This is an optimization exercise on Yosys and OpenROAD, whose aim is small area, not a production implementation. The RTL was checked by simulation tests, not by an equivalence proof against the original design. Power is estimated from default activity; no workload was simulated. The flow treats the clock pin as an ideal source, which a real chip does not have.

==> flow/design.v <==
`timescale 1ns / 1ps
module UART_Top_Module(
input clk,
input rst,
input [7:0] data_in,
input wr_en, rd_en,
input [2:0] address,
output [7:0] data_o,
output serial_data_out,
output n_RTS,
output tx_done,
input n_CTS
);
reg [7:0] r0, r1, r2, r3, r4, r6, r7;
reg m5z, m5b;               
reg rv;                     
reg [2:0] ra;               
wire full, fifo_read;
wire push = wr_en && address == 3'd0 && !full && !r3[7];
wire [7:0] r5 = {{6{m5z}}, m5b, m5z};
wire [7:0] wdata = data_in & {8{rst}};
wire wr = wr_en || !rst;
always @(posedge clk) begin
  if (wr && (address == 3'd0 || !rst)) r0 <= wdata;
  if (wr && (address == 3'd1 || !rst)) r1 <= wdata;
  if (wr && (address == 3'd2 || !rst)) r2 <= wdata;
  if (wr && (address == 3'd3 || !rst)) r3 <= wdata;
  if (wr && (address == 3'd4 || !rst)) r4 <= wdata;
  if (wr && (address == 3'd6 || !rst)) r6 <= wdata;
  if (wr && (address == 3'd7 || !rst)) r7 <= wdata;
end
always @(posedge clk) begin
  if (!rst) begin
    m5z <= 0; m5b <= 0; rv <= 0;
  end else begin
    if (wr_en) begin
      m5z <= 1; m5b <= !push;
    end else if (!rd_en) begin
      m5z <= 1; m5b <= 1;
    end
    rv <= rd_en && !wr_en;
  end
end
always @(posedge clk)
  ra <= address;
reg [7:0] rdata;
always @* begin
  case (ra)
    3'd0: rdata = r0;
    3'd1: rdata = r1;
    3'd2: rdata = r2;
    3'd3: rdata = r3;
    3'd4: rdata = r4;
    3'd5: rdata = r5;
    3'd6: rdata = r6;
    default: rdata = r7;
  endcase
end
assign data_o = rv ? rdata : 8'd0;
reg [7:0] slot [0:31];
reg [4:0] n;
reg sh, shn;                
reg st;                     
reg [2:0] ph;
wire tx_ready;
wire empty = (n == 5'd0);
assign full = (n == 5'd31);
assign fifo_read = !st && !empty && tx_ready;
wire acc = push && !(n == 5'd30 && sh && !fifo_read);
always @(posedge clk) begin
  if (!rst) begin
    n <= 0; sh <= 0; shn <= 1; st <= 0; ph <= 0;
  end else begin
    n <= n + {4'd0, sh} - {4'd0, fifo_read};
    sh <= acc;
    shn <= !acc;
    st <= tx_ready && (st || !empty);
    ph <= ph + 3'd1;
  end
end
wire [15:0] din2 = {r0, r0} >> (ph + 3'd1);
wire [7:0] din_rot = din2[7:0] ^ {8{ph[0]}};
integer i;
always @(posedge clk) begin
  slot[0] <= ~((din_rot | {8{shn}}) & ({slot[0][0], slot[0][7:1]} | {8{sh}}));
  for (i = 1; i < 32; i = i + 1)
    slot[i] <= ~(({slot[i-1][0], slot[i-1][7:1]} | {8{shn}}) & ({slot[i][0], slot[i][7:1]} | {8{sh}}));
end
reg [14:0] vr;              
reg [22:0] ic;
reg bclk, btick, gen;
always @(posedge clk) begin
  if (!rst) begin
    ic <= 0; bclk <= 1; btick <= 0; gen <= 0;
  end else if (r3[7]) begin
    gen <= 1; btick <= 0;
  end else if (gen) begin
    if (ic == {8'd0, vr}) begin
      ic <= 0; bclk <= ~bclk; btick <= ~bclk;
    end else begin
      ic <= ic + 23'd1; btick <= 0;
    end
  end
end
always @(posedge clk)
  if (r3[7]) vr <= {r1, r0[7:1]};
reg tx;                     
reg S;                      
reg [13:0] K;               
reg [1:0] L;                
reg P;                      
reg par;                    
reg nxt;                    
reg sdo;
assign tx_done = tx & S;
assign tx_ready = !tx_done;
assign serial_data_out = sdo;
wire [3:0] b = K[7:4];
reg bdata, blast;
always @* begin
  case (L)
    2'd0: bdata = (b <= 4'd5);
    2'd1: bdata = (b <= 4'd6);
    2'd2: bdata = (b <= 4'd7);
    default: bdata = (b <= 4'd8);
  endcase
  case ({L, P})
    3'd0: blast = (b == 4'd5);
    3'd1, 3'd2: blast = (b == 4'd6);
    3'd3, 3'd4: blast = (b == 4'd7);
    3'd5, 3'd6: blast = (b == 4'd8);
    default: blast = (b == 4'd9);
  endcase
end
wire fb = bdata ? nxt : par;
wire first = (K[3:0] == 4'd0);
assign n_RTS = !S && (tx || (first && b == 4'd0));
wire [4:0] T = !r3[2] ? 5'd15 : (r3[1:0] == 2'b00) ? 5'd23 : 5'd31;
wire kend = S ? (K == {9'd0, T}) : (K[3:0] == 4'hf && blast);
wire load = st && r4[1] && tx && !n_CTS;
wire run = r4[1] && !tx;
always @(posedge clk) begin
  if (!rst) begin
    tx <= 1; S <= 0; K <= 0; sdo <= 1;
  end else if (btick) begin
    if (load) begin
      tx <= 0; S <= 0;
    end else if (run) begin
      if (S) sdo <= 1'b1;
      else if (first) sdo <= fb;
      if (kend) begin
        K <= 0;
        if (S) tx <= 1;
        S <= 1;
      end else
        K <= K + 14'd1;
    end else begin
      tx <= 1; S <= 0; K <= 0; sdo <= 1;
    end
  end
end
always @(posedge clk) begin
  if (btick && load) begin
    L <= {r3[0], r3[1]}; P <= r3[3]; par <= r3[5];
  end else if (btick && run && !S && K[3:0] == 4'hf)
    par <= par ^ sdo;       
end
always @(posedge clk)
  if (btick && load)
    nxt <= 1'b0;
  else if (!tx && !S && !first && ph == b[2:0])
    nxt <= slot[n][0] ^ ph[0];
endmodule
==> flow/flow/run.sh <==
#!/bin/bash
# Standard layout (standard.sh) with three changes:
# - synthesis is the standard synthesis script, except that ABC maps the
#   logic with an area-oriented script (flow/abc_area.script, see synth_area.tcl),
#   and adders are left to ABC too: no full/half-adder cell extraction
#   (ADDER_MAP_FILE empty) and Yosys's own carry logic instead of ORFS's
#   Kogge-Stone map (SYNTH_OPERATIONS_ARGS set to a no-op flag);
# - the clock tree uses only clkbuf_16 cells in clusters of up to 34 registers
#   and no dummy loads;
# - the ports are buffered with buf_1 cells.
# Every tool's output goes to orfs/logs; make's output goes to standard.log.
set -euo pipefail
export FLOW_WORK="$(pwd)"
export CTS_ARGS="-sink_clustering_enable -repair_clock_nets -dont_use_dummy_load -buf_list sky130_fd_sc_hd__clkbuf_16 -sink_clustering_size 34 -sink_clustering_max_diameter 70"
export BUFFER_PORTS_ARGS="-buffer_cell sky130_fd_sc_hd__buf_1"
sed "s#SYNTH_SCRIPT=$FLOW_WORK/synth_recipe.tcl#SYNTH_SCRIPT=$FLOW_WORK/flow/synth_area.tcl ADDER_MAP_FILE= SYNTH_OPERATIONS_ARGS=-noshare#" standard.sh > standard_area.sh
grep -q "SYNTH_SCRIPT=$FLOW_WORK/flow/synth_area.tcl" standard_area.sh
bash standard_area.sh > standard.log 2>&1
==> flow/flow/abc_area.script <==
strash
&get -n
&fraig -x
&put
dc2
dc2
strash
&get -n
&dch -f
&nf -R 1000
&put
strash
dc2
strash
&get -n
&dch -f
&nf -R 1000
&put
strash
dc2
strash
&get -n
&dch -f
&nf -R 1000
&put
topo
stime -c
==> flow/flow/synth_area.tcl <==
# The standard synthesis (synth_recipe.tcl), with ABC run on an
# area-oriented script instead of ORFS's delay-oriented one. Only the ABC
# call changes, so the registers are the standard synthesis's.
proc abc {args} {
  set i [lsearch $args -script]
  lset args [expr {$i + 1}] $::env(FLOW_WORK)/flow/abc_area.script
  set j [lsearch $args -D]
  if {$j >= 0} {
    set args [lreplace $args $j [expr {$j + 1}]]
  }
  yosys abc {*}$args
}
source $::env(FLOW_WORK)/synth_recipe.tcl
==> flow/standard.sh <==
#!/bin/bash
# synth_recipe.tcl (not shown) runs the flow's synth.tcl, then flattens the netlist and writes it again
# the make line also repeats each setting of config.mk as NAME=value (left out here)
make -C /OpenROAD-flow-scripts/flow DESIGN_CONFIG=/design/flow/config.mk WORK_HOME=/design/flow/orfs CLKGATE_MAP_FILE= SYNTH_SCRIPT=/design/flow/synth_recipe.tcl "${@:-finish}"
==> flow/config.mk <==
export PLATFORM = sky130hd
export DESIGN_NAME = UART_Top_Module
export DESIGN_NICKNAME = UART_Top_Module
export VERILOG_FILES = /design/flow/design.v
export SDC_FILE = /design/flow/constraint.sdc
export NUM_CORES = 4
export LEC_CHECK = 0
export CAP_MARGIN = 20
export CORE_MARGIN = 2
export CORE_UTILIZATION = 80
export CTS_BUF_LIST = sky130_fd_sc_hd__clkbuf_16
export CTS_CLUSTER_DIAMETER = 100
export CTS_CLUSTER_SIZE = 30
export PLACE_DENSITY = 0.85
export SLEW_MARGIN = 20
==> flow/constraint.sdc <==
create_clock -name core_clock -period 5.0 [get_ports {clk}]
set_input_delay 1.0000 -clock core_clock [delete_from_list [all_inputs] [get_ports {clk}]]
set_output_delay 1.0000 -clock core_clock [all_outputs]
set_load 0.01 [all_outputs]
==> results of run 1 <==
[cell usage in the layout, fill, tap and decap left out, types with 3 or more instances in the layout]
master and count:
sky130_fd_sc_hd__dfxtp_1 315, sky130_fd_sc_hd__o22ai_1 260, sky130_fd_sc_hd__edfxtp_1 75, sky130_fd_sc_hd__nor2_1 54
sky130_fd_sc_hd__a21oi_1 52, sky130_fd_sc_hd__nor3_1 33, sky130_fd_sc_hd__nand2_1 31, sky130_fd_sc_hd__o21ai_0 31
sky130_fd_sc_hd__buf_1 26, sky130_fd_sc_hd__clkinv_1 23, sky130_fd_sc_hd__nand3_1 22, sky130_fd_sc_hd__xor2_1 19
sky130_fd_sc_hd__and2_0 17, sky130_fd_sc_hd__a22oi_1 16, sky130_fd_sc_hd__clkbuf_16 16, sky130_fd_sc_hd__and3_1 13
sky130_fd_sc_hd__mux2i_1 12, sky130_fd_sc_hd__buf_4 12, sky130_fd_sc_hd__a222oi_1 8, sky130_fd_sc_hd__xnor2_1 8
sky130_fd_sc_hd__nor2b_1 7, sky130_fd_sc_hd__a31oi_1 7, sky130_fd_sc_hd__nand2b_1 7, sky130_fd_sc_hd__nand4_1 6
sky130_fd_sc_hd__nor4_1 6, sky130_fd_sc_hd__a22o_1 5, sky130_fd_sc_hd__mux2_1 4, sky130_fd_sc_hd__a32oi_1 4
sky130_fd_sc_hd__o211ai_1 4, sky130_fd_sc_hd__a41oi_1 3, sky130_fd_sc_hd__a211oi_1 3, sky130_fd_sc_hd__a211o_1 3
[how the worst max path moves through the flow]
stage	end	from	cells after the start
finish	ic[22]	gen	16
detailed placement	ic[22]	gen	16
global placement	ic[22]	gen	16
floorplan	ic[22]	r3[7]	16
global route	ic[22]	gen	16
CTS	ic[22]	gen	16
[worst register-to-register path: stages, from the launching register on]
cell                      delay, ps
sky130_fd_sc_hd__dfxtp_1        390
sky130_fd_sc_hd__nor2b_1        280
sky130_fd_sc_hd__and3_1         240
sky130_fd_sc_hd__and2_0         240
sky130_fd_sc_hd__and3_1         240
sky130_fd_sc_hd__and2_0         250
sky130_fd_sc_hd__and3_1         240
sky130_fd_sc_hd__and3_1         240
sky130_fd_sc_hd__and3_1         210
sky130_fd_sc_hd__and2_0         250
sky130_fd_sc_hd__and3_1         230
sky130_fd_sc_hd__and2_0         240
sky130_fd_sc_hd__and3_1         220
sky130_fd_sc_hd__and2_0         240
sky130_fd_sc_hd__and3_1         280
sky130_fd_sc_hd__and3_1         180
sky130_fd_sc_hd__nor3_1          40
[state kept, by name, summed over array words and instances (netlist names), 2 cells and up]
| name | flops |
|---|---|
| K | 14 |
| L | 2 |
| ic | 23 |
| n | 5 |
| ph | 3 |
| r0 | 8 |
| r1 | 8 |
| r2 | 8 |
| r3 | 8 |
| r4 | 8 |
| r6 | 8 |
| r7 | 8 |
| ra | 3 |
| slot | 256 |
| vr | 15 |
[per-layer routing]
metal	share of wire (%)	global-route usage, %
met1	41	44.60
met2	49	53.03
met3	8.0	5.248
met4	1.8	6.831
met5	0	0
[power by group]
part	internal, W	total [W]	switching (W)
Sequential	0.00384	0.00426	0.000420
Clock	0.000581	0.00144	0.000861
Combinational	0.000420	0.000897	0.000477
[cell type report]
cell class                 count  area [sq um]  area share (%)
sequential                   392          8606           62.93
inverter                      23         86.33          0.6313
timing repair buffer          41         262.8           1.921
clock buffer                  16         400.4           2.928
tap                          216         270.3           1.976
multi-input combinational    662          4050           29.62
[through the flow]
stage | instances | utilization (%) | total power, W | area, sq um | hold slack, ps
5_1_grt | 1350 | 87.04 | 0.006848 | 13680 | 407.3
3_3_place_gp | 1331 | 84.03 | 0.005070 | 13200 | 402.7
4_1_cts | 1347 | 86.57 | 0.006558 | 13600 | 405.6
3_5_place_dp | 1331 | 84.03 | 0.005137 | 13200 | 406.6
6_report | 1350 | 87.04 | 0.006595 | 13680 | 407.9
2_1_floorplan | 1077 | - | 0.004833 | 12730 | 399.3
[logic make-up (layout without fill, tap and decap cells)]
group / count (synthesis) / in the layout / share of synthesized area, %
AOI/OAI and AO/OA: 412 / 412 / 20.50
xor gates and xnor gates: 27 / 27 / 1.858
buffers and inverters: 23 / 80 / 0.6784
DFF: 392 / 392 / 67.57
muxes: 16 / 16 / 1.298
and+or+nand+nor: 207 / 207 / 8.092
==> out/qor_table.md, run 1 <==
| Quantity | Reported |
|:---|:---|
| Placement Setup Slack | 951.3 ps |
| Maximum vdd drop | 428.6 uV |
| Number of search-and-repair iterations in the first detailed-routing pass | 6 |
| Number of hold-repair buffers added at the cts stage | 0 |
| Startpoint of the tightest hold check path | slot[28][3] |
| Setup crit start kind | flop |
| Number of DRC violations after detailed routing | 0 |
| Antenna-violating nets left | 0 |
| Routed length per instance | 20.29 um |
| Count of cells resized by post-cts repair | 0 |
| Post-synthesis average cell area | 11.81 sq um |
| Leak Pwr | 4.894 nW |
| Total Negative Setup Slacks | 0 ps |
| Aggregate global-route resource usage | 31.77% |
| I/O pins | 27 |
| Critical path required time | 5390 ps |
| Hold Path Cell Cnt | 1 |
| Initial core utilization | 80.98% |
| Number of sinks handled by clock tree synthesis | 392 |
| Synth top area cells | sky130_fd_sc_hd__dfxtp_1 (50%), sky130_fd_sc_hd__edfxtp_1 (18%), sky130_fd_sc_hd__o22ai_1 (13%), sky130_fd_sc_hd__a21oi_1 (2.0%), sky130_fd_sc_hd__nor2_1 (1.6%) |
| Number of nets in the synthesized netlist | 1093 |
| Detailed-route wire length | 27.39 mm |
| Share of synthesized flip-flops with an asynchronous set or reset | 0% |
| Number of antenna violations at the first check in global routing | 0 |
| Filler cell count | 777 |
| Maximum number of pins on one net before global-route repair | 143 |
| RSZ-0062 raised after global routing | no |
| Clock Pin Slew Worst Setup and Hold Paths | 110 ps |
| Top cell by count, worst path | sky130_fd_sc_hd__and3_1 |
| Number of cell instances on the worst register-to-register path | 16 |
| Number of different library cells in the post-synthesis netlist | 47 |
| Capture instance of the worst register-to-register path | ic[22] |
| Outcome | complete, no violations |
| Register bit total from synthesis | 392 |
| Worst path buffer plus inverter count | 0 |
| Buffers added on ports | 26 |
| Final-report max-slew violation count | 0 |
| Ratio of total power to cell area | 482.3 mW/mm^2 |
| Clock buffer count from CTS | 16 |
| Cell Rows | 46 |
| Ratio of routed vias to standard cells | 6.861 |
| Setup crit end kind | flop |
| Total via count in the routed design | 9262 |
| Final worst slack | 889.9 ps |
| Worst hold path endpoint | slot[28][2] |
| Peak per-stage delay on the critical path | 390 ps |
| Setup Buffers After CTS | 0 |
| Most repeated cell in the gate-level netlist after synthesis | sky130_fd_sc_hd__dfxtp_1 |
| Worst skew pair latency | 510 ps |
| Synth warnings | 2 |
| Leftover overflow at the end of global routing | 0 |
| Area share of the largest cell type after synthesis | 49.87% |
| Time the worst path needs with I/O delays and setup | 4110 ps |
| Count of max-cap constraint violations | 0 |
| Endpoint arrival time on the critical path | 4500 ps |
| Seq/Total Area, Yosys | 67.57% |
| Root buf cell | sky130_fd_sc_hd__clkbuf_16 |
| Share of final-layout standard cells stronger than drive strength 1 | 3.086% |
| Internal reg-to-reg setup slack | 890 ps |
| Diodes inserted | 0 |
| Placer's final routability congestion estimate | 0.9254 |
| Layout overhead on the synthesized area | 7.473% |
| Number of levels the H-tree was split into | 1 |
| Synthesized netlist cell count | 1077 |
| Worst setup skew after layout | 42.88 ps |
| Crit path max-delay cell type | sky130_fd_sc_hd__dfxtp_1 |
| Total core area | 0.01571 sq mm |
| Period utilization | 82.20% |
| Longest Clk Path Bufs | 3 |
| Wire length of the first global-routing pass | 42.33 mm |
| Die width | 130.1 um |
| Number of global-route vias before repair | 8348 |
| Net count reported at finish | 1152 |
| Most used DFF post-synth | sky130_fd_sc_hd__dfxtp_1 |
| Cell family contributing the most delay on the critical path | simple AND/OR/NAND/NOR gates |
| Crit Path Category | reg2reg |
| Die Area | 0.01693 sq mm |
| Total count of hold-check failures in the final report | 0 |
| DPL Wire Length | 16.73 mm |
| EDFF count, synth | 75 |
| Top cells by count, synth | sky130_fd_sc_hd__dfxtp_1 (317), sky130_fd_sc_hd__o22ai_1 (260), sky130_fd_sc_hd__edfxtp_1 (75) |
| Highest Clock Rate | 243.3 MHz |
| Setup violation total in the final timing report | 0 |
| Cell taking the most area after synthesis | sky130_fd_sc_hd__dfxtp_1 |
| Synthesized area | 0.01272 sq mm |
| Cells along the critical path | nor2b_1 > and3_1 > and2_0 > and3_1 > and2_0 > and3_1 > and3_1 > and3_1 > and2_0 > and3_1 > and2_0 > and3_1 > and2_0 > and3_1 > and3_1 > nor3_1 |
| DIE HEIGHT | 130.1 um |
| Worst Tran Pin Value | 1156 ps |
| DR iter-0 viols | 1081 |
| Worst min-delay path category | reg2reg |
| Worst Path Max Fanout | 5 |
| Clock tree from TritonCTS | done |
| Worst max-slew margin expressed relative to the limit | 22.67% |
| Startpoint of the worst-slack reg-to-reg timing path | gen |
==> inputs of run 2 (changes only) <==
--- a/flow/flow/run.sh
+++ b/flow/flow/run.sh
@@ -7,3 +7,3 @@
 #   Kogge-Stone map (SYNTH_OPERATIONS_ARGS set to a no-op flag);
-# - the clock tree uses only clkbuf_16 cells in clusters of up to 34 registers
+# - the clock tree uses only clkbuf_8 cells in clusters of up to 20 registers
 #   and no dummy loads;
@@ -13,3 +13,3 @@
 export FLOW_WORK="$(pwd)"
-export CTS_ARGS="-sink_clustering_enable -repair_clock_nets -dont_use_dummy_load -buf_list sky130_fd_sc_hd__clkbuf_16 -sink_clustering_size 34 -sink_clustering_max_diameter 70"
+export CTS_ARGS="-sink_clustering_enable -repair_clock_nets -dont_use_dummy_load -buf_list sky130_fd_sc_hd__clkbuf_8 -sink_clustering_size 20 -sink_clustering_max_diameter 45"
 export BUFFER_PORTS_ARGS="-buffer_cell sky130_fd_sc_hd__buf_1"
==> flow/flow/abc_area.script (replaced) <==
strash
&get -n
&fraig -x
&put
dc2
strash
&get -n
&dch -f
&nf -R 1000
&put
topo
stime -c
==> out/qor_table.md, run 2 <==
| Quantity | Reported | vs previous |
|:---|:---|:---|
| Highest Clock Rate | 276.3 MHz | was 243.3 MHz |
| Worst min-delay path category | reg2reg | unchanged |
| Crit Path Category | reg2out | was reg2reg |
| Number of cell instances on the worst register-to-register path | 9 | was 16 |
| Diodes inserted | 0 | unchanged |
| Number of search-and-repair iterations in the first detailed-routing pass | 5 | was 6 |
| Share of synthesized flip-flops with an asynchronous set or reset | 0% | unchanged |
| Number of global-route vias before repair | 8559 | was 8348 |
| Total placed instance area | 0.01329 sq mm | was 0.01320 sq mm |
| Number of DRC violations after detailed routing | 0 | unchanged |
| Clock buffer count from CTS | 35 | was 16 |
| Endpoint arrival time on the critical path | 2620 ps | was 4500 ps |
| Final worst slack | 1380 ps | was 889.9 ps |
| Ratio of routed vias to standard cells | 6.892 | was 6.861 |
| Time the worst path needs with I/O delays and setup | 3620 ps | was 4110 ps |
| Setup crit start kind | flop | unchanged |
| Flip-flop count of the largest register, all copies and words added | 256 | unchanged |
| Critical path required time | 4000 ps | was 5390 ps |
| Leftover overflow at the end of global routing | 0 | unchanged |
| Detailed-route wire length | 28.56 mm | was 27.39 mm |
| Setup crit end kind | output port | was flop |
| Number of antenna violations at the first check in global routing | 1 | was 0 |
| Initial core utilization | 81.39% | was 80.98% |
| Antenna-violating nets left | 0 | unchanged |
| RSZ-0062 raised after global routing | no | unchanged |
| Synth top area cells | sky130_fd_sc_hd__dfxtp_1 (49%), sky130_fd_sc_hd__edfxtp_1 (18%), sky130_fd_sc_hd__o22ai_1 (13%), sky130_fd_sc_hd__a21oi_1 (1.9%), sky130_fd_sc_hd__nor2_1 (1.8%) | was sky130_fd_sc_hd__dfxtp_1 (50%), sky130_fd_sc_hd__edfxtp_1 (18%), sky130_fd_sc_hd__o22ai_1 (13%), sky130_fd_sc_hd__a21oi_1 (2.0%), sky130_fd_sc_hd__nor2_1 (1.6%) |
| Leading cell types in the layout, fill and taps excluded | sky130_fd_sc_hd__dfxtp_1 (315), sky130_fd_sc_hd__o22ai_1 (257), sky130_fd_sc_hd__edfxtp_1 (75) | was sky130_fd_sc_hd__dfxtp_1 (315), sky130_fd_sc_hd__o22ai_1 (260), sky130_fd_sc_hd__edfxtp_1 (75) |
| Number of sinks handled by clock tree synthesis | 392 | unchanged |
| Die Area | 0.01707 sq mm | was 0.01693 sq mm |
| Number of levels the H-tree was split into | 2 | was 1 |
| Post-synthesis average cell area | 11.68 sq um | was 11.81 sq um |
| Longest Clk Path Bufs | 3 | unchanged |
| Final-report max-slew violation count | 0 | unchanged |
| Largest registers ranked by flip-flop count | slot: 256 flops, ic: 23 flops, vr: 15 flops | unchanged |
| Total via count in the routed design | 9552 | was 9262 |
| Placement Setup Slack | 1961 ps | was 951.3 ps |
| Post-route cell area | 0.01378 sq mm | was 0.01368 sq mm |
| Worst skew pair latency | 550 ps | was 510 ps |
| Top cells by count, synth | sky130_fd_sc_hd__dfxtp_1 (317), sky130_fd_sc_hd__o22ai_1 (257), sky130_fd_sc_hd__edfxtp_1 (75) | was sky130_fd_sc_hd__dfxtp_1 (317), sky130_fd_sc_hd__o22ai_1 (260), sky130_fd_sc_hd__edfxtp_1 (75) |
| Number of different library cells in the post-synthesis netlist | 47 | unchanged |
| Worst Tran Pin Value | 1099 ps | was 1156 ps |
| Count of max-cap constraint violations | 0 | unchanged |
| Layout overhead on the synthesized area | 7.399% | was 7.473% |
| Aggregate global-route resource usage | 32.58% | was 31.77% |
| Root buf cell | sky130_fd_sc_hd__clkbuf_8 | was sky130_fd_sc_hd__clkbuf_16 |
| Overall Power | 0.006691 W | was 0.006595 W |
| Most common library cell in the layout ignoring fill and taps | sky130_fd_sc_hd__dfxtp_1 | unchanged |
| Worst Path Max Fanout | 9 | was 5 |
| Synthesized area | 0.01283 sq mm | was 0.01272 sq mm |
| Total core area | 0.01577 sq mm | was 0.01571 sq mm |
| Startpoint of the worst-slack reg-to-reg timing path | r3[7] | was gen |
| Leak Pwr | 4.880 nW | was 4.894 nW |
| Setup Buffers After CTS | 0 | unchanged |
| Most repeated cell in the gate-level netlist after synthesis | sky130_fd_sc_hd__dfxtp_1 | unchanged |
| Number of hold-repair buffers added at the cts stage | 0 | unchanged |
| Launching instance or port of the critical path | ra[1] | was gen |
| Startpoint of the tightest hold check path | slot[31][5] | was slot[28][3] |
| Post-route insts no fill | 1386 | was 1350 |
| Setup violation total in the final timing report | 0 | unchanged |
| Total count of hold-check failures in the final report | 0 | unchanged |
| Hold Path Cell Cnt | 1 | unchanged |
| Area share of the largest cell type after synthesis | 49.44% | was 49.87% |
| Count of placed standard cells including taps | 1351 | was 1331 |
| Wire length of the first global-routing pass | 43.24 mm | was 42.33 mm |
| Worst max-slew margin expressed relative to the limit | 26.60% | was 22.67% |
| Capture instance of the worst register-to-register path | ic[14] | was ic[22] |
| Routed length per instance | 20.60 um | was 20.29 um |
| Maximum vdd drop | 375.1 uV | was 428.6 uV |
| Worst setup skew after layout | 49.14 ps | was 42.88 ps |
| Share of final-layout standard cells stronger than drive strength 1 | 4.188% | was 3.086% |
| Die width | 130.7 um | was 130.1 um |
| DR iter-0 viols | 993 | was 1081 |
| Register bit total from synthesis | 392 | unchanged |
| Filler cell count | 780 | was 777 |
| DPL Wire Length | 17.64 mm | was 16.73 mm |
| Outcome | complete, no violations | unchanged |
| Worst hold path endpoint | slot[31][4] | was slot[28][2] |
| Count of cells resized by post-cts repair | 0 | unchanged |
| Seq/Total Area, Yosys | 66.99% | was 67.57% |
| Synthesized netlist cell count | 1099 | was 1077 |
| Buffers added on ports | 26 | unchanged |
| Internal reg-to-reg setup slack | 1890 ps | was 890 ps |
| Ratio of total power to cell area | 485.4 mW/mm^2 | was 482.3 mW/mm^2 |
| Period utilization | 72.40% | was 82.20% |
| Total Negative Setup Slacks | 0 ps | unchanged |
| Maximum number of pins on one net before global-route repair | 133 | was 143 |
| Synth warnings | 2 | unchanged |
| Cell Rows | 46 | unchanged |
| Clock tree from TritonCTS | done | unchanged |
| Clock Pin Slew Worst Setup and Hold Paths | 90 ps | was 110 ps |
| I/O pins | 27 | unchanged |
| EDFF count, synth | 75 | unchanged |
| Number of nets in the synthesized netlist | 1115 | was 1093 |
| Register containing the most flip-flops in the final layout | slot | unchanged |
| Net count reported at finish | 1188 | was 1152 |
| Placer's final routability congestion estimate | 0.9034 | was 0.9254 |
| Cell taking the most area after synthesis | sky130_fd_sc_hd__dfxtp_1 | unchanged |
| Most used DFF post-synth | sky130_fd_sc_hd__dfxtp_1 | unchanged |
| DIE HEIGHT | 130.7 um | was 130.1 um |
[run 2: changes by cell type in the layout (fill, tap and decap cells not counted), sizes merged, moves of 5 or more]
cell,delta
clkbuf,+19
nand2,+11
nand4,+10
nand3,+7
nor2,+7
xnor2,+6
a222oi,-5
buf,-5
nor3,-5
[run 2: power by group]
group          internal, W  total [W]  switching [W]  leakage [nW]
combinational     0.000400   0.000847       0.000447          1.27
clock             0.000629    0.00155       0.000921         0.252
sequential         0.00384    0.00429       0.000449          3.36
total              0.00487    0.00669        0.00182          4.88
[run 2: worst max-delay path: stages (launching register included)]
cell                       delay, ps
sky130_fd_sc_hd__dfxtp_1         460
sky130_fd_sc_hd__nor3b_1         910
sky130_fd_sc_hd__a222oi_1        300
sky130_fd_sc_hd__nand3_1         150
sky130_fd_sc_hd__a21oi_1          50
sky130_fd_sc_hd__nor2_1           90
sky130_fd_sc_hd__buf_1           160
[run 2: kinds of logic after synthesis]
kind of cell | Yosys count | synth area share [%]
compound gates | 394 | 19.26
flops | 392 | 66.99
simple gates | 243 | 9.515
xor+xnor | 35 | 2.388
buf+inv | 19 | 0.5557
mux | 16 | 1.287
[run 2: stage by stage]
| stage | utilization [%] | hold WS, ps |
|---|---|---|
| 6_report | 87.41 | 391.6 |
| 5_1_grt | 87.41 | 399.0 |
| 4_1_cts | 87.31 | 389.9 |
| 3_5_place_dp | 84.26 | 404.9 |
| 3_3_place_gp | 84.20 | 400.8 |
| 2_1_floorplan | - | 399.3 |
[run 2: metal layers]
metal / vias to the layer above / track usage [%] / part of all wire (%)
li1: 4448 / - / -
met1: 4590 / 45.46 / 42
met2: 431 / 53.00 / 48
met3: 81 / 4.805 / 7.4
met4: 2 / 11.58 / 2.7
met5: - / 0 / 0.039
[run 2: layout make-up]
class / count / area (sq um) / area share (%)
Inverter: 19 / 71.32 / 0.5174
Clock buffer: 35 / 481.7 / 3.495
Multi-Input combinational cell: 688 / 4178 / 30.31
Timing Repair Buffer: 36 / 177.7 / 1.289
Sequential cell: 392 / 8606 / 62.43
Tap cell: 216 / 270.3 / 1.961
[run 2: worst max path at each step]
stage | slack, ps | to | cells after the start
3_5_place_dp | 1960 | ic[14] | 9
3_3_place_gp | 2100 | ic[14] | 9
5_1_grt | 1250 | data_o[7] | 4
2_1_floorplan | 1150 | n[4] | 9
4_1_cts | 1470 | data_o[0] | 6
6_report | 1380 | data_o[0] | 6
==> inputs of run 3 (changes only) <==
--- a/flow/flow/run.sh
+++ b/flow/flow/run.sh
@@ -7,3 +7,3 @@
 #   Kogge-Stone map (SYNTH_OPERATIONS_ARGS set to a no-op flag);
-# - the clock tree uses only clkbuf_8 cells in clusters of up to 20 registers
+# - the clock tree uses only clkbuf_16 cells in clusters of up to 40 registers
 #   and no dummy loads;
@@ -13,3 +13,3 @@
 export FLOW_WORK="$(pwd)"
-export CTS_ARGS="-sink_clustering_enable -repair_clock_nets -dont_use_dummy_load -buf_list sky130_fd_sc_hd__clkbuf_8 -sink_clustering_size 20 -sink_clustering_max_diameter 45"
+export CTS_ARGS="-sink_clustering_enable -repair_clock_nets -dont_use_dummy_load -buf_list sky130_fd_sc_hd__clkbuf_16 -sink_clustering_size 40 -sink_clustering_max_diameter 50"
 export BUFFER_PORTS_ARGS="-buffer_cell sky130_fd_sc_hd__buf_1"
==> out/qor_table.md, run 3 <==
| Quantity | Reported | vs previous |
|:---|:---|:---|
| Synth top area cells | sky130_fd_sc_hd__dfxtp_1 (49%), sky130_fd_sc_hd__edfxtp_1 (18%), sky130_fd_sc_hd__o22ai_1 (13%), sky130_fd_sc_hd__a21oi_1 (1.9%), sky130_fd_sc_hd__nor2_1 (1.8%) | unchanged |
| Worst path buffer plus inverter count | 1 | unchanged |
| Peak per-stage delay on the critical path | 880 ps | was 910 ps |
| Count of placed standard cells including taps | 1351 | unchanged |
| Area share of the largest cell type after synthesis | 49.44% | unchanged |
| Root buf cell | sky130_fd_sc_hd__clkbuf_16 | was sky130_fd_sc_hd__clkbuf_8 |
| Number of sinks handled by clock tree synthesis | 392 | unchanged |
| Number of nets in the synthesized netlist | 1115 | unchanged |
| Detailed-route wire length | 31.12 mm | was 28.56 mm |
| Wire length of the first global-routing pass | 47.24 mm | was 43.24 mm |
| Register bit total from synthesis | 392 | unchanged |
| Cell taking the most area after synthesis | sky130_fd_sc_hd__dfxtp_1 | unchanged |
| DPL Wire Length | 17.64 mm | unchanged |
| Worst skew pair latency | 550 ps | about the same |
| Outcome | complete, no violations | unchanged |
| Number of different library cells in the post-synthesis netlist | 47 | unchanged |
| Clock buffer count from CTS | 26 | was 35 |
| Multi-input gate area | 0.004183 sq mm | was 0.004178 sq mm |
| Number of antenna violations at the first check in global routing | 0 | was 1 |
| Setup Buffers After CTS | 0 | unchanged |
| Number of DRC violations after detailed routing | 0 | unchanged |
| Post-route cell area | 0.01396 sq mm | was 0.01378 sq mm |
| Post-synthesis average cell area | 11.68 sq um | unchanged |
| RSZ-0062 raised after global routing | no | unchanged |
| Critical path required time | 4000 ps | about the same |
| Ratio of routed vias to standard cells | 7.048 | was 6.892 |
| Maximum number of pins on one net before global-route repair | 133 | unchanged |
| Most used DFF post-synth | sky130_fd_sc_hd__dfxtp_1 | unchanged |
| Worst Tran Pin Value | 1093 ps | was 1099 ps |
| Total count of hold-check failures in the final report | 0 | unchanged |
| Buffers added on ports | 26 | unchanged |
| Routed length per instance | 22.60 um | was 20.60 um |
| Synthesized area | 0.01283 sq mm | unchanged |
| Share of synthesized flip-flops with an asynchronous set or reset | 0% | unchanged |
| Largest registers ranked by flip-flop count | slot: 256 flops, ic: 23 flops, vr: 15 flops | unchanged |
| Net count reported at finish | 1179 | was 1188 |
| Longest Clk Path Bufs | 3 | unchanged |
| Period utilization | 71.75% | was 72.40% |
| I/O pins | 27 | unchanged |
| Leak Pwr | 4.950 nW | was 4.880 nW |
| Aggregate global-route resource usage | 35.77% | was 32.58% |
| Worst max-slew margin expressed relative to the limit | 27.00% | was 26.60% |
| Post-route insts no fill | 1377 | was 1386 |
| Most repeated cell in the gate-level netlist after synthesis | sky130_fd_sc_hd__dfxtp_1 | unchanged |
| Diodes inserted | 0 | unchanged |
| Cell Rows | 46 | unchanged |
| Register cell area after layout | 0.008606 sq mm | unchanged |
| Antenna-violating nets left | 0 | unchanged |
| Final-report max-slew violation count | 0 | unchanged |
| Setup violation total in the final timing report | 0 | unchanged |
| Clock tree from TritonCTS | done | unchanged |
| Leading cell types in the layout, fill and taps excluded | sky130_fd_sc_hd__dfxtp_1 (315), sky130_fd_sc_hd__o22ai_1 (257), sky130_fd_sc_hd__edfxtp_1 (75) | unchanged |
| Setup crit end kind | output port | unchanged |
| DR iter-0 viols | 1012 | was 993 |
| DIE HEIGHT | 130.7 um | unchanged |
| Count of max-cap constraint violations | 0 | unchanged |
| Worst Path Max Fanout | 9 | unchanged |
| Cell family contributing the most delay on the critical path | simple AND/OR/NAND/NOR gates | unchanged |
| Leftover overflow at the end of global routing | 0 | unchanged |
| Synthesized netlist cell count | 1099 | unchanged |
| Number of global-route vias before repair | 8880 | was 8559 |
| Top cells by count, synth | sky130_fd_sc_hd__dfxtp_1 (317), sky130_fd_sc_hd__o22ai_1 (257), sky130_fd_sc_hd__edfxtp_1 (75) | unchanged |
| Worst min-delay path category | reg2reg | unchanged |
| Placer's final routability congestion estimate | 0.9034 | unchanged |
| Number of levels the H-tree was split into | 1 | was 2 |
| Cells along the critical path | nor3b_1 > a22oi_1 > a41oi_1 > buf_1 | was nor3b_1 > a222oi_1 > nand3_1 > a21oi_1 > nor2_1 > buf_1 |
| Most common library cell in the layout ignoring fill and taps | sky130_fd_sc_hd__dfxtp_1 | unchanged |
| Time the worst path needs with I/O delays and setup | 3588 ps | was 3620 ps |
| Total core area | 0.01577 sq mm | unchanged |
| Worst setup skew after layout | 45.16 ps | was 49.14 ps |
| Total placed instance area | 0.01329 sq mm | unchanged |
| Endpoint arrival time on the critical path | 2590 ps | was 2620 ps |
| Flip-flop count of the largest register, all copies and words added | 256 | unchanged |
| Filler cell count | 716 | was 780 |
| Synth warnings | 2 | unchanged |
| Count of cells resized by post-cts repair | 0 | unchanged |
| Clock Pin Slew Worst Setup and Hold Paths | 80 ps | was 90 ps |
| Total via count in the routed design | 9705 | was 9552 |
| Number of search-and-repair iterations in the first detailed-routing pass | 7 | was 5 |
| Initial core utilization | 81.39% | unchanged |
| Seq/Total Area, Yosys | 66.99% | unchanged |
| Layout overhead on the synthesized area | 8.754% | was 7.399% |
| Total Negative Setup Slacks | 0 ps | unchanged |
| Highest Clock Rate | 278.7 MHz | was 276.3 MHz |
| Share of final-layout standard cells stronger than drive strength 1 | 3.531% | was 4.188% |
| Die width | 130.7 um | unchanged |
| Number of hold-repair buffers added at the cts stage | 0 | unchanged |
| Ratio of total power to cell area | 508.1 mW/mm^2 | was 485.4 mW/mm^2 |
| EDFF count, synth | 75 | unchanged |
| Maximum vdd drop | 427.0 uV | was 375.1 uV |
| Crit path max-delay cell type | sky130_fd_sc_hd__nor3b_1 | unchanged |
| Register containing the most flip-flops in the final layout | slot | unchanged |
| Crit Path Category | reg2out | unchanged |
| Die Area | 0.01707 sq mm | unchanged |
| Setup crit start kind | flop | unchanged |
[run 3: changes by cell type in the layout (fill, tap and decap cells not counted), sizes merged]
cell | before | now
clkbuf | 35 | 26
[run 3: metrics by stage]
step / setup slack (ps) / power (W) / hold WS (ps) / utilization, %
floorplan: 1145 / 0.004823 / 399.3 / -
global placement: 2103 / 0.005057 / 400.8 / 84.20
detailed placement: 1961 / 0.005136 / 404.9 / 84.26
CTS: 1324 / 0.007028 / 414.5 / 88.38
global route: 1246 / 0.007291 / 431.6 / 88.51
finish: 1412 / 0.007092 / 414.4 / 88.51
[run 3: area by class of cell]
cell class	count	share of cell area (%)
Clock buffer	26	4.661
Inverter	19	0.5109
Multi-Input combinational cell	688	29.97
Sequential cell	392	61.65
Tap cell	216	1.936
Timing Repair Buffer	36	1.273
[run 3: path summary, 6_finish.rpt]
| kind | startpoint | end | slack [ps] | cells after the start |
|---|---|---|---|---|
| setup / recovery | ra[2] | data_o[7] | 1410 | 4 |
| hold / removal | slot[31][2] | slot[31][1] | 410 | 1 |
| setup reg to reg | r3[7] | ic[14] | 1790 | 9 |
| hold reg to reg | slot[31][2] | slot[31][1] | 410 | 1 |
[run 3: layer usage]
layer / share of wire (%) / up-vias / GRT usage, %
li1: - / 4443 / -
met1: 40 / 4633 / 47.89
met2: 49 / 526 / 59.83
met3: 8.1 / 103 / 5.863
met4: 3.5 / 0 / 12.95
met5: 0 / - / 0
[run 3: worst register-to-register path, cell delays in order (launching register included)]
cell	delay, ps
sky130_fd_sc_hd__edfxtp_1	720
sky130_fd_sc_hd__nor2b_1	440
sky130_fd_sc_hd__nand2_1	170
sky130_fd_sc_hd__nor3_1	540
sky130_fd_sc_hd__nand4_1	210
sky130_fd_sc_hd__nor2_1	290
sky130_fd_sc_hd__nor3b_1	350
sky130_fd_sc_hd__nand2_1	140
sky130_fd_sc_hd__xor2_1	140
sky130_fd_sc_hd__nor2_1	50
[run 3: cell families (layout without fill, tap and decap cells)]
group / after synthesis / in the layout / share of synthesized area [%]
AOI/OAI and AO/OA: 394 / 394 / 19.26
DFF: 392 / 392 / 66.99
and+or+nand+nor: 243 / 243 / 9.515
xor gates and xnor gates: 35 / 35 / 2.388
buffers and inverters: 19 / 81 / 0.5557
muxes: 16 / 16 / 1.287
[run 3: power breakdown]
part           total, W  internal [W]  switching [W]  leakage, nW
sequential      0.00433       0.00385       0.000482         3.36
combinational  0.000875      0.000400       0.000476         1.27
clock           0.00189      0.000918       0.000970        0.320
==> inputs of run 4 (changes only) <==
--- a/flow/flow/run.sh
+++ b/flow/flow/run.sh
@@ -7,4 +7,4 @@
 #   Kogge-Stone map (SYNTH_OPERATIONS_ARGS set to a no-op flag);
-# - the clock tree uses only clkbuf_16 cells in clusters of up to 40 registers
-#   and no dummy loads;
+# - the clock tree uses only clkbuf_16 cells in clusters of up to 34 registers
+#   and no dummy loads, with clkbuf_8 cells above the leaves;
 # - the ports are buffered with buf_1 cells.
@@ -13,3 +13,3 @@
 export FLOW_WORK="$(pwd)"
-export CTS_ARGS="-sink_clustering_enable -repair_clock_nets -dont_use_dummy_load -buf_list sky130_fd_sc_hd__clkbuf_16 -sink_clustering_size 40 -sink_clustering_max_diameter 50"
+export CTS_ARGS="-sink_clustering_enable -repair_clock_nets -dont_use_dummy_load -buf_list sky130_fd_sc_hd__clkbuf_16 -root_buf sky130_fd_sc_hd__clkbuf_8 -tree_buf sky130_fd_sc_hd__clkbuf_8 -sink_clustering_size 34 -sink_clustering_max_diameter 70"
 export BUFFER_PORTS_ARGS="-buffer_cell sky130_fd_sc_hd__buf_1"
==> flow/flow/abc_area.script (replaced) <==
strash
&get -n
&fraig -x
&put
dc2
dc2
strash
&get -n
&dch -f
&nf -R 1000
&put
strash
dc2
strash
&get -n
&dch -f
&nf -R 1000
&put
strash
dc2
strash
&get -n
&dch -f
&nf -R 1000
&put
topo
stime -c
==> out/qor_table.md, run 4 <==
| Quantity | Reported | vs previous |
|:---|:---|:---|
| Outcome | complete, no violations | unchanged |
| Ratio of total power to cell area | 477.9 mW/mm^2 | was 508.1 mW/mm^2 |
| Total Negative Setup Slacks | 0 ps | unchanged |
| DPL Wire Length | 16.73 mm | was 17.64 mm |
| EDFF count, synth | 75 | unchanged |
| Root buf cell | sky130_fd_sc_hd__clkbuf_8 | was sky130_fd_sc_hd__clkbuf_16 |
| Setup crit start kind | flop | unchanged |
| Cell taking the most area after synthesis | sky130_fd_sc_hd__dfxtp_1 | unchanged |
| Post-synthesis average cell area | 11.81 sq um | was 11.68 sq um |
| Synth warnings | 2 | unchanged |
| Worst Tran Pin Value | 1141 ps | was 1093 ps |
| Synthesized area | 0.01272 sq mm | was 0.01283 sq mm |
| Worst skew pair latency | 570 ps | was 550 ps |
| Number of hold-repair buffers added at the cts stage | 0 | unchanged |
| Period utilization | 82.19% | was 71.75% |
| Initial core utilization | 80.98% | was 81.39% |
| Count of max-cap constraint violations | 0 | unchanged |
| Leftover overflow at the end of global routing | 0 | unchanged |
| Most common library cell in the layout ignoring fill and taps | sky130_fd_sc_hd__dfxtp_1 | unchanged |
| Routed length on met2 | 13.10 mm | was 15.18 mm |
| Detailed-route wire length | 27.22 mm | was 31.12 mm |
| Number of DRC violations after detailed routing | 0 | unchanged |
| Filler cell count | 782 | was 716 |
| Hold Path Cell Cnt | 1 | unchanged |
| Total core area | 0.01571 sq mm | was 0.01577 sq mm |
| Clock Pin Slew Worst Setup and Hold Paths | 120 ps | was 80 ps |
| Share of synthesized flip-flops with an asynchronous set or reset | 0% | unchanged |
| Endpoint arrival time on the critical path | 4560 ps | was 2590 ps |
| Area share of the largest cell type after synthesis | 49.87% | was 49.44% |
| Wire length of the first global-routing pass | 42.01 mm | was 47.24 mm |
| Met3 layer wire length in the routed design | 2.182 mm | was 2.518 mm |
| Worst Path Max Fanout | 5 | was 9 |
| Number of nets in the synthesized netlist | 1093 | was 1115 |
| Critical path required time | 5450 ps | was 4000 ps |
| Number of different library cells in the post-synthesis netlist | 47 | unchanged |
| DIE HEIGHT | 130.1 um | was 130.7 um |
| Leading cell types in the layout, fill and taps excluded | sky130_fd_sc_hd__dfxtp_1 (315), sky130_fd_sc_hd__o22ai_1 (260), sky130_fd_sc_hd__edfxtp_1 (75) | was sky130_fd_sc_hd__dfxtp_1 (315), sky130_fd_sc_hd__o22ai_1 (257), sky130_fd_sc_hd__edfxtp_1 (75) |
| Buffers added on ports | 26 | unchanged |
| I/O pins | 27 | unchanged |
| Setup Buffers After CTS | 0 | unchanged |
| Seq/Total Area, Yosys | 67.57% | was 66.99% |
| Cell Rows | 46 | unchanged |
| Synthesized netlist cell count | 1077 | was 1099 |
| Most repeated cell in the gate-level netlist after synthesis | sky130_fd_sc_hd__dfxtp_1 | unchanged |
| Flip-flop count of the largest register, all copies and words added | 256 | unchanged |
| Die width | 130.1 um | was 130.7 um |
| Largest registers ranked by flip-flop count | slot: 256 flops, ic: 23 flops, vr: 15 flops | unchanged |
| Die Area | 0.01693 sq mm | was 0.01707 sq mm |
| Number of search-and-repair iterations in the first detailed-routing pass | 5 | was 7 |
| Register bit total from synthesis | 392 | unchanged |
| Top cells by count, synth | sky130_fd_sc_hd__dfxtp_1 (317), sky130_fd_sc_hd__o22ai_1 (260), sky130_fd_sc_hd__edfxtp_1 (75) | was sky130_fd_sc_hd__dfxtp_1 (317), sky130_fd_sc_hd__o22ai_1 (257), sky130_fd_sc_hd__edfxtp_1 (75) |
| Startpoint of the worst-slack reg-to-reg timing path | gen | was r3[7] |
| Internal reg-to-reg setup slack | 890 ps | was 1790 ps |
| Ratio of routed vias to standard cells | 6.810 | was 7.048 |
| RSZ-0062 raised after global routing | no | unchanged |
| Count of cells resized by post-cts repair | 0 | unchanged |
| Final-report max-slew violation count | 0 | unchanged |
| Clock buffer count from CTS | 16 | was 26 |
| Placer's final routability congestion estimate | 0.9254 | was 0.9034 |
| Total via count in the routed design | 9194 | was 9705 |
| Final worst slack | 890.3 ps | was 1412 ps |
| Number of cell instances on the worst register-to-register path | 16 | was 9 |
| Number of antenna violations at the first check in global routing | 0 | unchanged |
| Worst setup skew after layout | 39.05 ps | was 45.16 ps |
| Time the worst path needs with I/O delays and setup | 4110 ps | was 3588 ps |
| Number of sinks handled by clock tree synthesis | 392 | unchanged |
| Longest Clk Path Bufs | 3 | unchanged |
| Aggregate global-route resource usage | 31.53% | was 35.77% |
| Crit Path Category | reg2reg | was reg2out |
| Highest Clock Rate | 243.3 MHz | was 278.7 MHz |
| Maximum vdd drop | 427.5 uV | was 427.0 uV |
| Worst min-delay path category | reg2reg | unchanged |
| Total count of hold-check failures in the final report | 0 | unchanged |
| DR iter-0 viols | 1056 | was 1012 |
| Worst hold path endpoint | slot[28][2] | was slot[31][1] |
| Worst hold margin | 409.1 ps | was 414.4 ps |
| Antenna-violating nets left | 0 | unchanged |
| Most used DFF post-synth | sky130_fd_sc_hd__dfxtp_1 | unchanged |
| Startpoint of the tightest hold check path | slot[28][3] | was slot[31][2] |
| Setup violation total in the final timing report | 0 | unchanged |
| Routed length per instance | 20.16 um | was 22.60 um |
| Maximum number of pins on one net before global-route repair | 143 | was 133 |
| Clock tree from TritonCTS | done | unchanged |
| Layout overhead on the synthesized area | 7.207% | was 8.754% |
| Share of final-layout standard cells stronger than drive strength 1 | 3.086% | was 3.531% |
| Capture instance of the worst register-to-register path | ic[22] | was ic[14] |
| Top layer used by detailed routing | met4 | unchanged |
| Leak Pwr | 4.878 nW | was 4.950 nW |
| Diodes inserted | 0 | unchanged |
| Routed length on met1 | 11.43 mm | was 12.33 mm |
| Number of levels the H-tree was split into | 1 | unchanged |
| Worst max-slew margin expressed relative to the limit | 23.65% | was 27.00% |
| Number of global-route vias before repair | 8305 | was 8880 |
| Net count reported at finish | 1152 | was 1179 |
| Synth top area cells | sky130_fd_sc_hd__dfxtp_1 (50%), sky130_fd_sc_hd__edfxtp_1 (18%), sky130_fd_sc_hd__o22ai_1 (13%), sky130_fd_sc_hd__a21oi_1 (2.0%), sky130_fd_sc_hd__nor2_1 (1.6%) | was sky130_fd_sc_hd__dfxtp_1 (49%), sky130_fd_sc_hd__edfxtp_1 (18%), sky130_fd_sc_hd__o22ai_1 (13%), sky130_fd_sc_hd__a21oi_1 (1.9%), sky130_fd_sc_hd__nor2_1 (1.8%) |
| Setup crit end kind | flop | was output port |
| Placement Setup Slack | 951.3 ps | was 1961 ps |
| Register containing the most flip-flops in the final layout | slot | unchanged |
-- run 4: cell count changes after synthesis, moves of 4 or more --
| cell | delta |
|---|---|
| sky130_fd_sc_hd__a21oi_1 | +4 |
| sky130_fd_sc_hd__a222oi_1 | +5 |
| sky130_fd_sc_hd__and2_0 | +4 |
| sky130_fd_sc_hd__clkinv_1 | +4 |
| sky130_fd_sc_hd__nand2_1 | -11 |
| sky130_fd_sc_hd__nand3_1 | -7 |
| sky130_fd_sc_hd__nand4_1 | -10 |
| sky130_fd_sc_hd__nor2_1 | -7 |
| sky130_fd_sc_hd__nor3_1 | +5 |
| sky130_fd_sc_hd__nor3b_1 | -4 |
| sky130_fd_sc_hd__xnor2_1 | -6 |
-- run 4: critical path: stages (launching register included) --
cell,delay (ps)
sky130_fd_sc_hd__dfxtp_1,390
sky130_fd_sc_hd__nor2b_1,270
sky130_fd_sc_hd__and3_1,240
sky130_fd_sc_hd__and2_0,240
sky130_fd_sc_hd__and3_1,240
sky130_fd_sc_hd__and2_0,250
sky130_fd_sc_hd__and3_1,240
sky130_fd_sc_hd__and3_1,250
sky130_fd_sc_hd__and3_1,220
sky130_fd_sc_hd__and2_0,250
sky130_fd_sc_hd__and3_1,230
sky130_fd_sc_hd__and2_0,230
sky130_fd_sc_hd__and3_1,220
sky130_fd_sc_hd__and2_0,240
sky130_fd_sc_hd__and3_1,280
sky130_fd_sc_hd__and3_1,180
sky130_fd_sc_hd__nor3_1,40
-- run 4: cells by family (layout without fill, tap and decap cells) --
| family | after synthesis | in the layout | synth area share [%] |
|---|---|---|---|
| and+or+nand+nor | 207 | 207 | 8.092 |
| muxes | 16 | 16 | 1.298 |
| AOI/OAI and AO/OA | 412 | 412 | 20.50 |
| xor gates and xnor gates | 27 | 27 | 1.858 |
| DFF | 392 | 392 | 67.57 |
| buffers and inverters | 23 | 80 | 0.6784 |
-- run 4: worst max path at each step --
stage               start  slack, ps  cells past startpoint      to
finish                gen        890                     16  ic[22]
global route          gen        500                     16  ic[22]
CTS                   gen        910                     16  ic[22]
detailed placement    gen        950                     16  ic[22]
global placement      gen       1160                     16  ic[22]
floorplan           r3[7]       1080                     16  ic[22]
-- run 4: power by group --
part           leakage [nW]  switching (W)  internal, W  total (W)
sequential             3.36       0.000418      0.00384    0.00425
clock                 0.182       0.000860     0.000525    0.00138
combinational          1.33       0.000461     0.000420   0.000881
-- run 4: stage by stage --
| step | utilization, % | power, W | instance area, sq um | cells |
|---|---|---|---|---|
| after floorplan | - | 0.004833 | 12730 | 1077 |
| after global placement | 84.03 | 0.005070 | 13200 | 1331 |
| after detailed placement | 84.03 | 0.005137 | 13200 | 1331 |
| after CTS | 86.36 | 0.006487 | 13570 | 1347 |
| after global routing | 86.82 | 0.006773 | 13640 | 1350 |
| final | 86.82 | 0.006519 | 13640 | 1350 |
-- run 4: cell type report --
class	count	area, sq um	share of cell area, %
Tap cell	216	270.3	1.981
Timing Repair Buffer	41	262.8	1.926
Clock buffer	16	366.6	2.687
Sequential cell	392	8606	63.08
Inverter	23	86.33	0.6329
Multi-Input combinational cell	662	4050	29.69
-- run 4: routing by layer --
layer  vias to the layer above  global-route usage [%]
met2                       402                   51.99
met1                      4359                   44.49
met3                        62                   5.535
met5                         -                       0
met4                         0                   7.084
li1                       4371                       -
==> inputs of run 5 (changes only) <==
--- a/flow/config.mk
+++ b/flow/config.mk
@@ -7,3 +7,3 @@
 export LEC_CHECK = 0
-export CAP_MARGIN = 20
+export CAP_MARGIN = 0
 export CORE_MARGIN = 2
@@ -14,2 +14,2 @@
 export PLACE_DENSITY = 0.85
-export SLEW_MARGIN = 20
+export SLEW_MARGIN = 0
==> out/qor_table.md, run 5 <==
| Quantity | Reported | vs previous |
|:---|:---|:---|
| Critical path required time | 5440 ps | was 5450 ps |
| Share of synthesized flip-flops with an asynchronous set or reset | 0% | unchanged |
| DPL Wire Length | 16.73 mm | unchanged |
| Leftover overflow at the end of global routing | 0 | unchanged |
| RSZ-0062 raised after global routing | no | unchanged |
| Maximum number of pins on one net before global-route repair | 143 | unchanged |
| Number of global-route vias before repair | 8305 | unchanged |
| Worst hold path endpoint | slot[28][2] | unchanged |
| Diodes inserted | 0 | unchanged |
| Outcome | complete, no violations | unchanged |
| Period utilization | 82.09% | was 82.19% |
| Number of search-and-repair iterations in the first detailed-routing pass | 7 | was 5 |
| Number of cell instances on the worst register-to-register path | 16 | unchanged |
| Final-report max-slew violation count | 0 | unchanged |
| Internal reg-to-reg setup slack | 900 ps | was 890 ps |
| Top Usage Layer GRT | met2 | unchanged |
| Cell taking the most area after synthesis | sky130_fd_sc_hd__dfxtp_1 | unchanged |
| Endpoint arrival time on the critical path | 4550 ps | was 4560 ps |
| Seq/Total Area, Yosys | 67.57% | unchanged |
| Number of sinks handled by clock tree synthesis | 392 | unchanged |
| Met3 demand-to-capacity share in global routing | 5.535% | unchanged |
| Capture instance of the worst register-to-register path | ic[22] | unchanged |
| Cell Rows | 46 | unchanged |
| Peak per-stage delay on the critical path | 390 ps | about the same |
| Number of hold-repair buffers added at the cts stage | 0 | unchanged |
| Overall Power | 0.006499 W | was 0.006519 W |
| Synth top area cells | sky130_fd_sc_hd__dfxtp_1 (50%), sky130_fd_sc_hd__edfxtp_1 (18%), sky130_fd_sc_hd__o22ai_1 (13%), sky130_fd_sc_hd__a21oi_1 (2.0%), sky130_fd_sc_hd__nor2_1 (1.6%) | unchanged |
| Setup violation total in the final timing report | 0 | unchanged |
| Top cell by count, worst path | sky130_fd_sc_hd__and3_1 | unchanged |
| Maximum vdd drop | 424.7 uV | was 427.5 uV |
| Number of antenna violations at the first check in global routing | 0 | unchanged |
| Ratio of total power to cell area | 479.0 mW/mm^2 | was 477.9 mW/mm^2 |
| Detailed-route wire length | 26.87 mm | was 27.22 mm |
| I/O pins | 27 | unchanged |
| Root buf cell | sky130_fd_sc_hd__clkbuf_8 | unchanged |
| Synthesized netlist cell count | 1077 | unchanged |
| Worst max-slew margin expressed relative to the limit | 15.58% | was 23.65% |
| Post-synthesis average cell area | 11.81 sq um | unchanged |
| Startpoint of the tightest hold check path | slot[28][3] | unchanged |
| Worst setup skew after layout | 40.88 ps | was 39.05 ps |
| Number of nets in the synthesized netlist | 1093 | unchanged |
| Routed length per instance | 19.95 um | was 20.16 um |
| Leading cell types in the layout, fill and taps excluded | sky130_fd_sc_hd__dfxtp_1 (315), sky130_fd_sc_hd__o22ai_1 (260), sky130_fd_sc_hd__edfxtp_1 (75) | unchanged |
| Cell family contributing the most delay on the critical path | simple AND/OR/NAND/NOR gates | unchanged |
| Total count of hold-check failures in the final report | 0 | unchanged |
| Layout overhead on the synthesized area | 6.637% | was 7.207% |
| Setup crit end kind | flop | unchanged |
| Antenna-violating nets left | 0 | unchanged |
| Net count reported at finish | 1149 | was 1152 |
| Number of DRC violations after detailed routing | 0 | unchanged |
| Synthesized area | 0.01272 sq mm | unchanged |
| Worst Tran Pin Value | 1264 ps | was 1141 ps |
| Aggregate global-route resource usage | 31.53% | unchanged |
| Largest registers ranked by flip-flop count | slot: 256 flops, ic: 23 flops, vr: 15 flops | unchanged |
| Cells along the critical path | nor2b_1 > and3_1 > and2_0 > and3_1 > and2_0 > and3_1 > and3_1 > and3_1 > and2_0 > and3_1 > and2_0 > and3_1 > and2_0 > and3_1 > and3_1 > nor3_1 | unchanged |
| Synth warnings | 2 | unchanged |
| Number of different library cells in the post-synthesis netlist | 47 | unchanged |
| Filler cell count | 804 | was 782 |
| Die Area | 0.01693 sq mm | unchanged |
| Core occupancy in the finished layout | 86.36% | was 86.82% |
| Clock Pin Slew Worst Setup and Hold Paths | 110 ps | was 120 ps |
| Clock tree from TritonCTS | done | unchanged |
| Hold Path Cell Cnt | 1 | unchanged |
| Register bit total from synthesis | 392 | unchanged |
| Die width | 130.1 um | unchanged |
| Highest Clock Rate | 243.6 MHz | was 243.3 MHz |
| Most common library cell in the layout ignoring fill and taps | sky130_fd_sc_hd__dfxtp_1 | unchanged |
| Worst skew pair latency | 560 ps | was 570 ps |
| Wire length of the first global-routing pass | 42.01 mm | unchanged |
| Buffers added on ports | 26 | unchanged |
| Worst Path Max Fanout | 5 | unchanged |
| Total core area | 0.01571 sq mm | unchanged |
| Setup crit start kind | flop | unchanged |
| Total via count in the routed design | 9151 | was 9194 |
| Count of cells resized by post-cts repair | 0 | unchanged |
| Area share of the largest cell type after synthesis | 49.87% | unchanged |
| Met1 routing resource usage after global routing | 44.49% | unchanged |
| Longest Clk Path Bufs | 3 | unchanged |
| Number of levels the H-tree was split into | 1 | unchanged |
| Share of final-layout standard cells stronger than drive strength 1 | 2.653% | was 3.086% |
| EDFF count, synth | 75 | unchanged |
| Crit path max-delay cell type | sky130_fd_sc_hd__dfxtp_1 | unchanged |
| Time the worst path needs with I/O delays and setup | 4104 ps | was 4110 ps |
| DR iter-0 viols | 1113 | was 1056 |
| Most used DFF post-synth | sky130_fd_sc_hd__dfxtp_1 | unchanged |
| Total Negative Setup Slacks | 0 ps | unchanged |
| Leak Pwr | 4.844 nW | was 4.878 nW |
| Initial core utilization | 80.98% | unchanged |
| Clock buffer count from CTS | 16 | unchanged |
| DIE HEIGHT | 130.1 um | unchanged |
| Setup Buffers After CTS | 0 | unchanged |
| Met2 global-route usage | 51.99% | unchanged |
| Count of max-cap constraint violations | 0 | unchanged |
| Startpoint of the worst-slack reg-to-reg timing path | gen | unchanged |
| Worst path buffer plus inverter count | 0 | unchanged |
| Top cells by count, synth | sky130_fd_sc_hd__dfxtp_1 (317), sky130_fd_sc_hd__o22ai_1 (260), sky130_fd_sc_hd__edfxtp_1 (75) | unchanged |
| Crit Path Category | reg2reg | unchanged |
| Flip-flop count of the largest register, all copies and words added | 256 | unchanged |
| Most repeated cell in the gate-level netlist after synthesis | sky130_fd_sc_hd__dfxtp_1 | unchanged |
| Ratio of routed vias to standard cells | 6.794 | was 6.810 |
| Placer's final routability congestion estimate | 0.9254 | unchanged |
| Worst min-delay path category | reg2reg | unchanged |
| Register containing the most flip-flops in the final layout | slot | unchanged |
run 5: cell counts after synthesis:
Identical to the previous run, type by type.
run 5: logic make-up (layout without fill, tap and decap cells):
group                  count (synthesis)  count (layout)  share of synthesized area, %
AND/OR/NAND/NOR                      207             207                         8.092
XOR/XNOR                              27              27                         1.858
buffers and inverters                 23              77                        0.6784
flip-flops                           392             392                         67.57
multiplexers                          16              16                         1.298
AO/OA/AOI/OAI                        412             412                         20.50
run 5: layout make-up:
class                           count  area [sq um]  share of cell area (%)
Clock buffer                       16         366.6                   2.702
Inverter                           23         86.33                  0.6362
Multi-Input combinational cell    662          4040                   29.77
Sequential cell                   392          8606                   63.42
Tap cell                          216         270.3                   1.992
Timing Repair Buffer               38         200.2                   1.475
run 5: worst max-delay path by stage:
stage	endpoint	from	depth (start not counted)
after floorplan	ic[22]	r3[7]	16
after global placement	ic[22]	gen	16
after detailed placement	ic[22]	gen	16
after CTS	ic[22]	gen	16
after global routing	ic[22]	gen	16
final	ic[22]	gen	16
run 5: power by group:
part	switching (W)	internal, W	total [W]
Combinational	0.000450	0.000417	0.000867
Sequential	0.000419	0.00384	0.00425
Clock	0.000853	0.000524	0.00138
Total	0.00172	0.00478	0.00650
run 5: stage by stage:
step | area (sq um) | hold WS [ps] | worst slack, ps | instances
after floorplan | 12730 | 399.3 | 1076 | 1077
after detailed placement | 13200 | 406.6 | 951.3 | 1331
final | 13570 | 406.9 | 895.7 | 1347
after global routing | 13570 | 405.3 | 498.1 | 1347
after global placement | 13200 | 402.7 | 1159 | 1331
after CTS | 13570 | 404.8 | 910.1 | 1347
run 5: layer usage:
layer  share of wire, %  wire length (um)  vias up
met5                  0                 0        -
met4                1.8               472        0
met3                7.8              2088       57
met2                 48             12930      371
met1                 42             11380     4354
li1                   -                 -     4369
==> inputs of run 6 (changes only) <==
--- a/flow/flow/run.sh
+++ b/flow/flow/run.sh
@@ -7,3 +7,3 @@
 #   Kogge-Stone map (SYNTH_OPERATIONS_ARGS set to a no-op flag);
-# - the clock tree uses only clkbuf_16 cells in clusters of up to 34 registers
+# - the clock tree uses only clkbuf_16 cells in clusters of up to 36 registers
 #   and no dummy loads, with clkbuf_8 cells above the leaves;
@@ -13,3 +13,3 @@
 export FLOW_WORK="$(pwd)"
-export CTS_ARGS="-sink_clustering_enable -repair_clock_nets -dont_use_dummy_load -buf_list sky130_fd_sc_hd__clkbuf_16 -root_buf sky130_fd_sc_hd__clkbuf_8 -tree_buf sky130_fd_sc_hd__clkbuf_8 -sink_clustering_size 34 -sink_clustering_max_diameter 70"
+export CTS_ARGS="-sink_clustering_enable -repair_clock_nets -dont_use_dummy_load -buf_list sky130_fd_sc_hd__clkbuf_16 -root_buf sky130_fd_sc_hd__clkbuf_8 -tree_buf sky130_fd_sc_hd__clkbuf_8 -sink_clustering_size 36 -sink_clustering_max_diameter 70"
 export BUFFER_PORTS_ARGS="-buffer_cell sky130_fd_sc_hd__buf_1"
==> out/qor_table.md, run 6 <==
| Quantity | Reported | vs previous |
|:---|:---|:---|
| Setup crit start kind | flop | unchanged |
| Leading cell types in the layout, fill and taps excluded | sky130_fd_sc_hd__dfxtp_1 (315), sky130_fd_sc_hd__o22ai_1 (260), sky130_fd_sc_hd__edfxtp_1 (75) | unchanged |
| Count of placed standard cells including taps | 1331 | unchanged |
| Seq/Total Area, Yosys | 67.57% | unchanged |
| Crit Path Category | reg2reg | unchanged |
| Post-synthesis average cell area | 11.81 sq um | unchanged |
| Peak per-stage delay on the critical path | 410 ps | was 390 ps |
| Maximum vdd drop | 487.6 uV | was 424.7 uV |
| Filler cell count | 819 | was 804 |
| Endpoint arrival time on the critical path | 4530 ps | was 4550 ps |
| Flip-flop count of the largest register, all copies and words added | 256 | unchanged |
| Largest registers ranked by flip-flop count | slot: 256 flops, ic: 23 flops, vr: 15 flops | unchanged |
| Cell taking the most area after synthesis | sky130_fd_sc_hd__dfxtp_1 | unchanged |
| Most repeated cell in the gate-level netlist after synthesis | sky130_fd_sc_hd__dfxtp_1 | unchanged |
| Ratio of routed vias to standard cells | 6.710 | was 6.794 |
| I/O pins | 27 | unchanged |
| Cells along the critical path | nor2b_1 > and3_1 > and2_0 > and3_1 > and2_0 > and3_1 > and3_1 > and3_1 > and2_0 > and3_1 > and2_0 > and3_1 > and2_0 > and3_1 > and3_1 > nor3_1 | unchanged |
| Area share of the largest cell type after synthesis | 49.87% | unchanged |
| Worst Tran Pin Value | 1214 ps | was 1264 ps |
| Initial core utilization | 80.98% | unchanged |
| Total core area | 0.01571 sq mm | unchanged |
| Share of final-layout standard cells stronger than drive strength 1 | 2.566% | was 2.653% |
| Synth warnings | 2 | unchanged |
| Routed length on met2 | 12.37 mm | was 12.93 mm |
| Leftover overflow at the end of global routing | 0 | unchanged |
| Layout overhead on the synthesized area | 6.440% | was 6.637% |
| Antenna-violating nets left | 0 | unchanged |
| Clock Pin Slew Worst Setup and Hold Paths | 120 ps | was 110 ps |
| Number of sinks handled by clock tree synthesis | 392 | unchanged |
| Outcome | complete, no violations | unchanged |
| Routed length per instance | 19.35 um | was 19.95 um |
| Final worst slack | 930.7 ps | was 895.7 ps |
| Number of search-and-repair iterations in the first detailed-routing pass | 6 | was 7 |
| Crit path max-delay cell type | sky130_fd_sc_hd__edfxtp_1 | was sky130_fd_sc_hd__dfxtp_1 |
| Most common library cell in the layout ignoring fill and taps | sky130_fd_sc_hd__dfxtp_1 | unchanged |
| Most used DFF post-synth | sky130_fd_sc_hd__dfxtp_1 | unchanged |
| Critical path required time | 5460 ps | was 5440 ps |
| Worst Path Max Fanout | 5 | unchanged |
| Detailed-route wire length | 26.05 mm | was 26.87 mm |
| Highest Clock Rate | 245.7 MHz | was 243.6 MHz |
| EDFF count, synth | 75 | unchanged |
| Total count of hold-check failures in the final report | 0 | unchanged |
| Setup violation total in the final timing report | 0 | unchanged |
| Root buf cell | sky130_fd_sc_hd__clkbuf_8 | unchanged |
| Final-report max-slew violation count | 0 | unchanged |
| Total via count in the routed design | 9032 | was 9151 |
| Setup Buffers After CTS | 0 | unchanged |
| Placer's final routability congestion estimate | 0.9254 | unchanged |
| Count of cells resized by post-cts repair | 0 | unchanged |
run 6: cell counts after synthesis:
Identical to the previous run, type by type.
run 6: area by class of cell:
class	instances	area share, %
clock buffer	15	2.522
inverter	23	0.6374
multi-input combinational	662	29.83
sequential	392	63.54
tap	216	1.995
timing repair buffer	38	1.478
run 6: per-layer routing:
layer / up-vias / global-route usage, %
met3: 48 / 5.330
met5: - / 0
met4: 0 / 9.424
met1: 4298 / 42.82
met2: 340 / 48.57
li1: 4346 / -
run 6: worst max-delay path: cells and delay by family (launching register included):
family / cells / cell delay, ps
simple gates: 16 / 3570
flops: 1 / 410
run 6: kinds of logic after synthesis:
family,synth area share [%]
AO/OA/AOI/OAI,20.50
flip-flops,67.57
buffers and inverters,0.6784
multiplexers,1.298
XOR/XNOR,1.858
AND/OR/NAND/NOR,8.092
run 6: final timing paths:
| path | cells past startpoint | from | end | slack [ps] |
|---|---|---|---|---|
| hold / removal | 1 | slot[28][3] | slot[28][2] | 420 |
| setup / recovery | 16 | r3[7] | ic[22] | 930 |
| setup reg to reg | 16 | r3[7] | ic[22] | 930 |
| hold reg to reg | 1 | slot[28][3] | slot[28][2] | 420 |
run 6: where the power goes:
part	internal [W]	switching, W
combinational	0.000417	0.000447
clock	0.000491	0.000857
sequential	0.00384	0.000414
total	0.00474	0.00172
run 6: stage by stage:
step / total power [W] / hold WS [ps] / instance area, sq um
after global routing: 0.006713 / 433.2 / 13540
after detailed placement: 0.005137 / 406.6 / 13200
final: 0.006462 / 418.6 / 13540
after floorplan: 0.004833 / 399.3 / 12730
after global placement: 0.005070 / 402.7 / 13200
after CTS: 0.006446 / 405.5 / 13540

-- afterwards: timing with drivers on the ports --
How much do the figures lean on ideal ports? The routed layouts below were timed once more, with nothing changed but the port constraints.
Step 1, drivers: a clkbuf_16 drives clk and a buf_2 each remaining input, both assumed.
Step 2 times the ports against the registers' clock, not the clock port: input delays grow and output delays shrink by t, the midpoint of the rising clock arrivals with the driver on.
a / b / c = ideal / step 1 / step 2; a / b = the first two.
| run | t, ns | setup WS [ns] |
|---|---|---|
| run 1 | 0.538 | 0.890 / 0.890 / 0.890 |
| run 2 | 0.564 | 1.380 / 1.339 / 1.888 |
| run 3 | 0.578 | 1.412 / 1.363 / 1.790 |
| run 4 | 0.591 | 0.890 / 0.890 / 0.890 |
| run 5 | 0.587 | 0.896 / 0.896 / 0.896 |
| run 6 | 0.591 | 0.931 / 0.931 / 0.931 |
After both steps every run listed still meets setup and hold.
